What follows belongs to an exercise in optimizing a design on an open flow for small area, a short achievable clock period and few clock cycles per item; a production flow would make more cautious choices. RTL that was checked went through simulation tests only; none was proved equivalent to the original. Power and IR drop assume default switching activity.

Setup of rev 12:
==> flow/design.v <==
module qoi_compressor (
    input  wire        rstn,
    input  wire        clk,
    output reg         ctrl_ready,
    input  wire        ctrl_start,
    input  wire [15:0] ctrl_width,
    input  wire [15:0] ctrl_height,
    output reg         i_tready,
    input  wire        i_tvalid,
    input  wire        i_tlast,
    input  wire [ 7:0] i_R, i_G, i_B,
    input  wire        o_tready,
    output reg         o_tvalid,
    output reg         o_tlast,
    output reg  [ 3:0] o_tkeep,
    output reg  [31:0] o_tdata
);
localparam [1:0] K_PIX = 2'd0, K_H0 = 2'd1, K_H1 = 2'd2, K_H2 = 2'd3;
localparam [1:0] S_IDLE = 2'd0, S_H1 = 2'd1, S_H2 = 2'd2, S_PIX = 2'd3;
reg  [ 1:0] state;
reg         first_pend;           
reg         I_v, I_first, I_last;
reg  [ 1:0] I_k;
reg  [23:0] I_px;                 
reg         A_v, A_first, A_last;
reg  [ 1:0] A_k;
reg  [23:0] A_px;
reg  [ 5:0] A_h;
reg  [63:0] A_sel;                  
reg  [ 7:0] A_dR, A_dG, A_dB;
reg         S_v;                  
wire        out_ok = ~S_v;
reg  A_pix;                      
wire A_hold = A_pix & ~A_last;
wire A_lpix = A_pix & A_last;    
wire adv    = out_ok & (I_v | ~A_hold);
wire I_cons = adv & ~A_lpix;
wire I_free = ~I_v | (out_ok & ~A_lpix);         
wire take = i_tvalid & i_tready;
wire inj  = (state == S_H1 || state == S_H2) & I_free;
wire hs   = ctrl_start & ctrl_ready;   
wire [15:0] ww = {ctrl_width[15:1],  ctrl_width[0]  | (ctrl_width  == 16'd0)};
wire [15:0] hh = {ctrl_height[15:1], ctrl_height[0] | (ctrl_height == 16'd0)};
reg  [1:0] state_n;
always @* begin
    state_n = state;
    case (state)
        S_IDLE: if (hs) state_n = S_H1;
        S_H1:   if (I_free) state_n = S_H2;
        S_H2:   if (I_free) state_n = S_PIX;
        default: if (take & i_tlast) state_n = S_IDLE;
    endcase
end
wire I_v_n = take | inj | hs | (I_v & ~I_cons);
wire A_lpix_n = adv ? (I_v & ~A_lpix & (I_k == K_PIX) & I_last) : A_lpix;
wire        W_v;
wire        W_last;
wire [ 3:0] W_keep;
wire [31:0] W_data;
wire push  = adv & W_v;
wire o_cons = o_tvalid & o_tready;
wire S_v_n = S_v ? ~o_tready : (o_tvalid & ~o_tready & push);
always @(posedge clk or negedge rstn)
    if (~rstn) begin
        state      <= S_IDLE;
        ctrl_ready <= 1'b0;
        i_tready   <= 1'b0;
        I_v        <= 1'b0;
        S_v        <= 1'b0;
    end else begin
        state      <= state_n;
        ctrl_ready <= (state_n == S_IDLE) & (~I_v_n | (~S_v_n & ~A_lpix_n));
        i_tready   <= (state_n == S_PIX) & (~I_v_n | ~S_v_n);
        I_v        <= I_v_n;
        S_v        <= S_v_n;
    end
always @(posedge clk) begin
    if (inj) first_pend <= 1'b1;
    else if (take) first_pend <= 1'b0;
end
reg  [5:0] I_hs, I_hc;
wire [5:0] o1 = i_R[5:0], o2 = {i_R[4:0], 1'b0}, o3 = i_G[5:0];
wire [5:0] o4 = {i_G[3:0], 2'b0}, o5 = {i_B[2:0], 3'b0}, o6 = ~i_B[5:0];
wire [5:0] s1 = o1 ^ o2 ^ o3, c1 = {(o1[4:0] & o2[4:0]) | (o1[4:0] & o3[4:0]) | (o2[4:0] & o3[4:0]), 1'b0};
wire [5:0] s2 = o4 ^ o5 ^ o6, c2 = {(o4[4:0] & o5[4:0]) | (o4[4:0] & o6[4:0]) | (o5[4:0] & o6[4:0]), 1'b0};
wire [5:0] s3 = s1 ^ c1 ^ s2, c3 = {(s1[4:0] & c1[4:0]) | (s1[4:0] & s2[4:0]) | (c1[4:0] & s2[4:0]), 1'b0};
wire [5:0] s4 = s3 ^ c3 ^ c2, c4 = {(s3[4:0] & c3[4:0]) | (s3[4:0] & c2[4:0]) | (c3[4:0] & c2[4:0]), 1'b0};
always @(posedge clk)
    if (i_tready) begin
        I_hs <= s4;
        I_hc <= c4;
    end else if (hs)
        I_hs <= hh[13:8];
always @(posedge clk)
    if (i_tready) begin
        I_k     <= K_PIX;
        I_first <= first_pend;
        I_last  <= i_tlast;
        I_px    <= {i_R, i_G, i_B};
    end else if (hs) begin
        I_k     <= K_H0;
        I_px    <= {hh[7:0], ww};
        I_first <= hh[14];
        I_last  <= hh[15];
    end else if (inj) begin
        if (state == S_H1) I_k <= K_H1;
        else begin
            I_k  <= K_H2;
            I_px <= {8'hxx, I_last, I_first, I_hs, I_px[23:16]};
        end
    end
wire [7:0] iR = I_px[23:16], iG = I_px[15:8], iB = I_px[7:0];
wire [5:0] hash = I_hs + I_hc + 6'd54;
always @(posedge clk or negedge rstn)
    if (~rstn) begin
        A_v   <= 1'b0;
        A_pix <= 1'b0;
    end else if (adv) begin
        A_v   <= I_v & ~A_lpix;
        A_pix <= I_v & ~A_lpix & (I_k == K_PIX);
    end
always @(posedge clk)
    if (adv) begin
        A_k     <= I_k;
        A_first <= I_first;
        A_last  <= I_last;
        A_px    <= I_px;
        A_h     <= hash;
        A_sel   <= 64'd1 << hash;
        A_dR    <= iR - A_px[23:16];
        A_dG    <= iG - A_px[15: 8];
        A_dB    <= iB - A_px[ 7: 0];
    end
wire A_same = ~|{A_dR, A_dG, A_dB};
reg  [17:0] tab_d [0:63];
reg  [63:0] tab_v;
wire        A_clr = A_v & (A_k == K_H0);
wire [17:0] A_key = {A_px[23:22], A_px[15:0]};
genvar gi;
generate
    for (gi = 0; gi < 64; gi = gi + 1) begin : g_tab
        always @(posedge clk) begin
            if (adv & A_pix & A_sel[gi]) tab_d[gi] <= A_key;
            if (adv & A_clr) tab_v[gi] <= 1'b0;
            else if (adv & A_pix & A_sel[gi]) tab_v[gi] <= 1'b1;
        end
    end
endgenerate
reg  [18:0] rd0, rd1;
integer ri;
always @* begin
    rd0 = 19'd0;
    rd1 = 19'd0;
    for (ri = 0; ri < 32; ri = ri + 1) begin
        rd0 = rd0 | ({19{A_sel[ri]}}      & {tab_v[ri],      tab_d[ri]});
        rd1 = rd1 | ({19{A_sel[ri + 32]}} & {tab_v[ri + 32], tab_d[ri + 32]});
    end
end
reg         B_v, B_first, B_last, B_run;
reg  [ 1:0] B_k;
reg  [23:0] B_px;
reg  [ 5:0] B_h, B_q;             
reg  [18:0] B_rd0, B_rd1;
reg         B_diff, B_luma;
reg  [ 5:0] B_dcode;
reg  [13:0] B_lcode;
wire A_run = A_pix & A_same & ~A_first & ~(B_run & (B_q == 6'd61));
function eq5;    
    input [4:0] a, b, k;
    reg   [4:0] c;
    begin
        c = {(a[3:0] & b[3:0]) | ((a[3:0] | b[3:0]) & ~k[3:0]), 1'b0};
        eq5 = ((a ^ b ^ k) == c);
    end
endfunction
function small8;    
    input [7:0] a, g;
    reg   [3:0] lo;
    begin
        lo = {1'b0, a[2:0]} + {1'b0, ~g[2:0]} + 4'd1;
        small8 = lo[3] ? (eq5(a[7:3], ~g[7:3], 5'd31) | eq5(a[7:3], ~g[7:3], 5'd30))
                       : (eq5(a[7:3], ~g[7:3], 5'd0)  | eq5(a[7:3], ~g[7:3], 5'd31));
    end
endfunction
wire [3:0] xR = A_dR[3:0] - A_dG[3:0], xB = A_dB[3:0] - A_dG[3:0];
wire diff_ok = (&A_dR[7:1] | ~|A_dR[7:1]) & (&A_dG[7:1] | ~|A_dG[7:1]) & (&A_dB[7:1] | ~|A_dB[7:1]);
wire luma_ok = (&A_dG[7:5] | ~|A_dG[7:5]) & small8(A_dR, A_dG) & small8(A_dB, A_dG);
always @(posedge clk or negedge rstn)
    if (~rstn) B_v <= 1'b0;
    else if (adv) B_v <= A_v;
always @(posedge clk)
    if (adv) begin
        B_k     <= A_k;
        B_first <= A_first;
        B_last  <= A_last;
        B_px    <= A_px;
        B_h     <= A_h;
        B_rd0   <= rd0;
        B_rd1   <= rd1;
        B_run   <= A_run;
        B_q     <= B_run ? B_q + 6'd1 : 6'd0;
        B_diff  <= diff_ok;
        B_dcode <= {~A_dR[1], A_dR[0], ~A_dG[1], A_dG[0], ~A_dB[1], A_dB[0]};    
        B_luma  <= luma_ok;
        B_lcode <= {~xR[3], xR[2:0], ~xB[3], xB[2:0], ~A_dG[5], A_dG[4:0]};       
    end
reg         C_v, C_last, C_h2;
reg  [ 2:0] C_n;
reg  [31:0] C_bytes;
wire B_pix   = B_v & (B_k == K_PIX);
wire [18:0] B_rd = B_h[5] ? B_rd1 : B_rd0;
wire B_match = B_rd[18] & (B_rd[17:0] == {B_px[23:22], B_px[15:0]});
always @(posedge clk or negedge rstn)
    if (~rstn) C_v <= 1'b0;
    else if (adv) C_v <= B_v;
always @(posedge clk)
    if (adv) begin
        C_last <= B_pix & B_last;
        C_h2   <= B_v & (B_k == K_H2);
        if (~B_v) begin
            C_n     <= 3'd0;
            C_bytes <= 32'hx;
        end else if (B_pix & B_run) begin
            C_n     <= (A_run & ~B_last) ? 3'd0 : 3'd1;
            C_bytes <= {24'hx, 2'b11, B_q};
        end else if (B_pix & ~B_first & B_match) begin
            C_n     <= 3'd1;
            C_bytes <= {24'hx, 2'b00, B_h};
        end else if (B_pix & ~B_first & B_diff) begin
            C_n     <= 3'd1;
            C_bytes <= {24'hx, 2'b01, B_dcode};
        end else if (B_pix & ~B_first & B_luma) begin
            C_n     <= 3'd2;
            C_bytes <= {16'hx, B_lcode[13:6], 2'b10, B_lcode[5:0]};
        end else begin
            C_n     <= 3'd4;
            C_bytes <= (B_k == K_H0)  ? 32'h66_69_6F_71 :                           
                       (B_k == K_PIX) ? {B_px[7:0], B_px[15:8], B_px[23:16], 8'hFE} :
                                        {B_px[7:0], B_px[15:8], 16'h0};              
        end
    end
reg  [ 1:0] P_cnt;
reg  [23:0] P_rem;
reg         P_flush;
wire [ 3:0] tot = {2'b0, P_cnt} + {1'b0, C_n};
reg  [55:0] merged;
always @*
    case (P_cnt)
        2'd0: merged = {24'hx, C_bytes};
        2'd1: merged = {16'hx, C_bytes, P_rem[7:0]};
        2'd2: merged = { 8'hx, C_bytes, P_rem[15:0]};
        default: merged = {C_bytes, P_rem};
    endcase
wire cv = C_v;
assign W_v    = P_flush | (cv & (tot[2] | C_last));
assign W_last = P_flush | (C_last & ~tot[3] & ~(tot[2] & |tot[1:0]));
wire [2:0] kcnt = P_flush ? {1'b0, P_cnt} : (C_last & ~tot[2]) ? tot[2:0] : 3'd4;
assign W_keep = (kcnt == 3'd1) ? 4'b0001 : (kcnt == 3'd2) ? 4'b0011 : (kcnt == 3'd3) ? 4'b0111 : 4'b1111;
assign W_data = P_flush ? {8'hx, P_rem} : merged[31:0];
always @(posedge clk or negedge rstn)
    if (~rstn) begin
        P_cnt   <= 2'd0;
        P_flush <= 1'b0;
    end else if (adv) begin
        if (P_flush) begin
            P_cnt   <= 2'd0;
            P_flush <= 1'b0;
        end else if (cv & C_h2) begin
            P_cnt   <= 2'd2;
        end else if (cv & C_last) begin
            P_cnt   <= (tot > 4'd4) ? tot[1:0] : 2'd0;
            P_flush <= (tot > 4'd4);
        end else if (cv) begin
            P_cnt   <= tot[1:0];
        end
    end
always @(posedge clk)
    if (adv & ~P_flush & cv) begin
        if (C_h2)        P_rem <= 24'h00_03;         
        else if (tot[2]) P_rem <= merged[55:32];
        else             P_rem <= merged[23:0];
    end
reg        S_last;
reg [ 3:0] S_keep;
reg [31:0] S_data;
always @(posedge clk or negedge rstn)
    if (~rstn) o_tvalid <= 1'b0;
    else if (~o_tvalid | o_tready) o_tvalid <= S_v | push;
always @(posedge clk) begin
    if (~o_tvalid | o_tready) begin
        if (S_v) begin
            o_tlast <= S_last; o_tkeep <= S_keep; o_tdata <= S_data;
        end else begin
            o_tlast <= W_last; o_tkeep <= W_keep; o_tdata <= W_data;
        end
    end
    if (~S_v) begin
        S_last <= W_last; S_keep <= W_keep; S_data <= W_data;
    end
end
endmodule
export LEC_CHECK = 0
export ABC_CLOCK_PERIOD_IN_PS = 2500
export CAP_MARGIN = 20
export CORE_MARGIN = 2
export CORE_UTILIZATION = 40
export SETUP_SLACK_MARGIN = 2.5
export SLEW_MARGIN = 20
create_clock -name core_clock -period 5.0 [get_ports {clk}]
run.sh (not shown) runs the stock make flow with config.mk's settings and CLKGATE_MAP_FILE= SYNTH_SCRIPT=/design/flow/synth_recipe.tcl, a recipe that flattens the netlist after the stock synthesis.
Testbench counts of rev 12, summed over its fixed seeds: cycles 48,927, pixels 48,510.
> inputs changed (rev 12 -> rev 13)
diff --git a/flow/design.v b/flow/design.v
--- a/flow/design.v
+++ b/flow/design.v
@@ -145,23 +145,20 @@
             else if (adv & A_pix & A_sel[gi]) tab_v[gi] <= 1'b1;
         end
     end
 endgenerate
-reg  [18:0] rd0, rd1;
+reg  [18:0] rd;
 integer ri;
 always @* begin
-    rd0 = 19'd0;
-    rd1 = 19'd0;
-    for (ri = 0; ri < 32; ri = ri + 1) begin
-        rd0 = rd0 | ({19{A_sel[ri]}}      & {tab_v[ri],      tab_d[ri]});
-        rd1 = rd1 | ({19{A_sel[ri + 32]}} & {tab_v[ri + 32], tab_d[ri + 32]});
-    end
+    rd = 19'd0;
+    for (ri = 0; ri < 64; ri = ri + 1)
+        rd = rd | ({19{A_sel[ri]}} & {tab_v[ri], tab_d[ri]});
 end
 reg         B_v, B_first, B_last, B_run;
 reg  [ 1:0] B_k;
 reg  [23:0] B_px;
 reg  [ 5:0] B_h, B_q;             
-reg  [18:0] B_rd0, B_rd1;
+reg  [18:0] B_rd;
 reg         B_diff, B_luma;
 reg  [ 5:0] B_dcode;
 reg  [13:0] B_lcode;
 wire A_run = A_pix & A_same & ~A_first & ~(B_run & (B_q == 6'd61));
@@ -194,10 +191,9 @@
         B_first <= A_first;
         B_last  <= A_last;
         B_px    <= A_px;
         B_h     <= A_h;
-        B_rd0   <= rd0;
-        B_rd1   <= rd1;
+        B_rd    <= rd;
         B_run   <= A_run;
         B_q     <= B_run ? B_q + 6'd1 : 6'd0;
         B_diff  <= diff_ok;
         B_dcode <= {~A_dR[1], A_dR[0], ~A_dG[1], A_dG[0], ~A_dB[1], A_dB[0]};    
@@ -207,9 +203,8 @@
 reg         C_v, C_last, C_h2;
 reg  [ 2:0] C_n;
 reg  [31:0] C_bytes;
 wire B_pix   = B_v & (B_k == K_PIX);
-wire [18:0] B_rd = B_h[5] ? B_rd1 : B_rd0;
 wire B_match = B_rd[18] & (B_rd[17:0] == {B_px[23:22], B_px[15:0]});
 always @(posedge clk or negedge rstn)
     if (~rstn) C_v <= 1'b0;
     else if (adv) C_v <= B_v;
[summary]
Comparing rev 13 and rev 12, the higher count of multi-input gates was measured on rev 12.
The wire length reported for rev 13 is greater than that of rev 12 by 19%.
[compare] base=rev 12 new=rev 13: wire length the detailed router placed on met1 up 3.7 mm, mean instance size in the synthesized netlist rose 4.8%, number of stages on the worst setup path now larger.
Re count of antenna diodes in the layout: no difference whatsoever between rev 13 and rev 12.
Count of flip-flops and latches for rev 13: 1.2% down relative to rev 12
Rev 13 reports a lower count of cells along the worst register-to-register path than rev 12 does.
Comparing power consumption for rev 13 and rev 12, the smaller number came from rev 12.
Across both runs, maximum single-stage delay on the critical path was higher for rev 13 than for rev 12.
The shortest period the worst path allows in rev 13 sits 250 ps above the value recorded for rev 12.
The RTL of rev 13 was laid out without a check of its function.

[separate check: timing with driven ports]
In the flow no input, the clock included, has a driving cell. The finished layouts below were timed again as built, in two steps. Step 1 assumes that a clkbuf_16 drives the clock port and a buf_2 every other input. Step 2 also shifts input and output timing later by t, the mid clock arrival at the registers, as if the neighbouring blocks saw the same clock. Slacks: ideal ports / drivers / drivers and shift; pairs: ideal ports / drivers.
run	shift t [ns]	slack for setup (ns)	hold WS [ns]	worst slew at a driven data input, ns	pins driven straight from the clock port
rev 12	0.863	2.464 / 2.381 / 1.731	0.406 / 0.406 / 0.406	0.08	1
rev 13	0.884	2.213 / 2.213 / 1.724	0.420 / 0.420 / 0.420	0.06	1
After both steps setup and hold are still met in every run listed. The setup slack of rev 12, which loses most, moves by -0.083 ns with the drivers and by -0.733 ns with both steps.
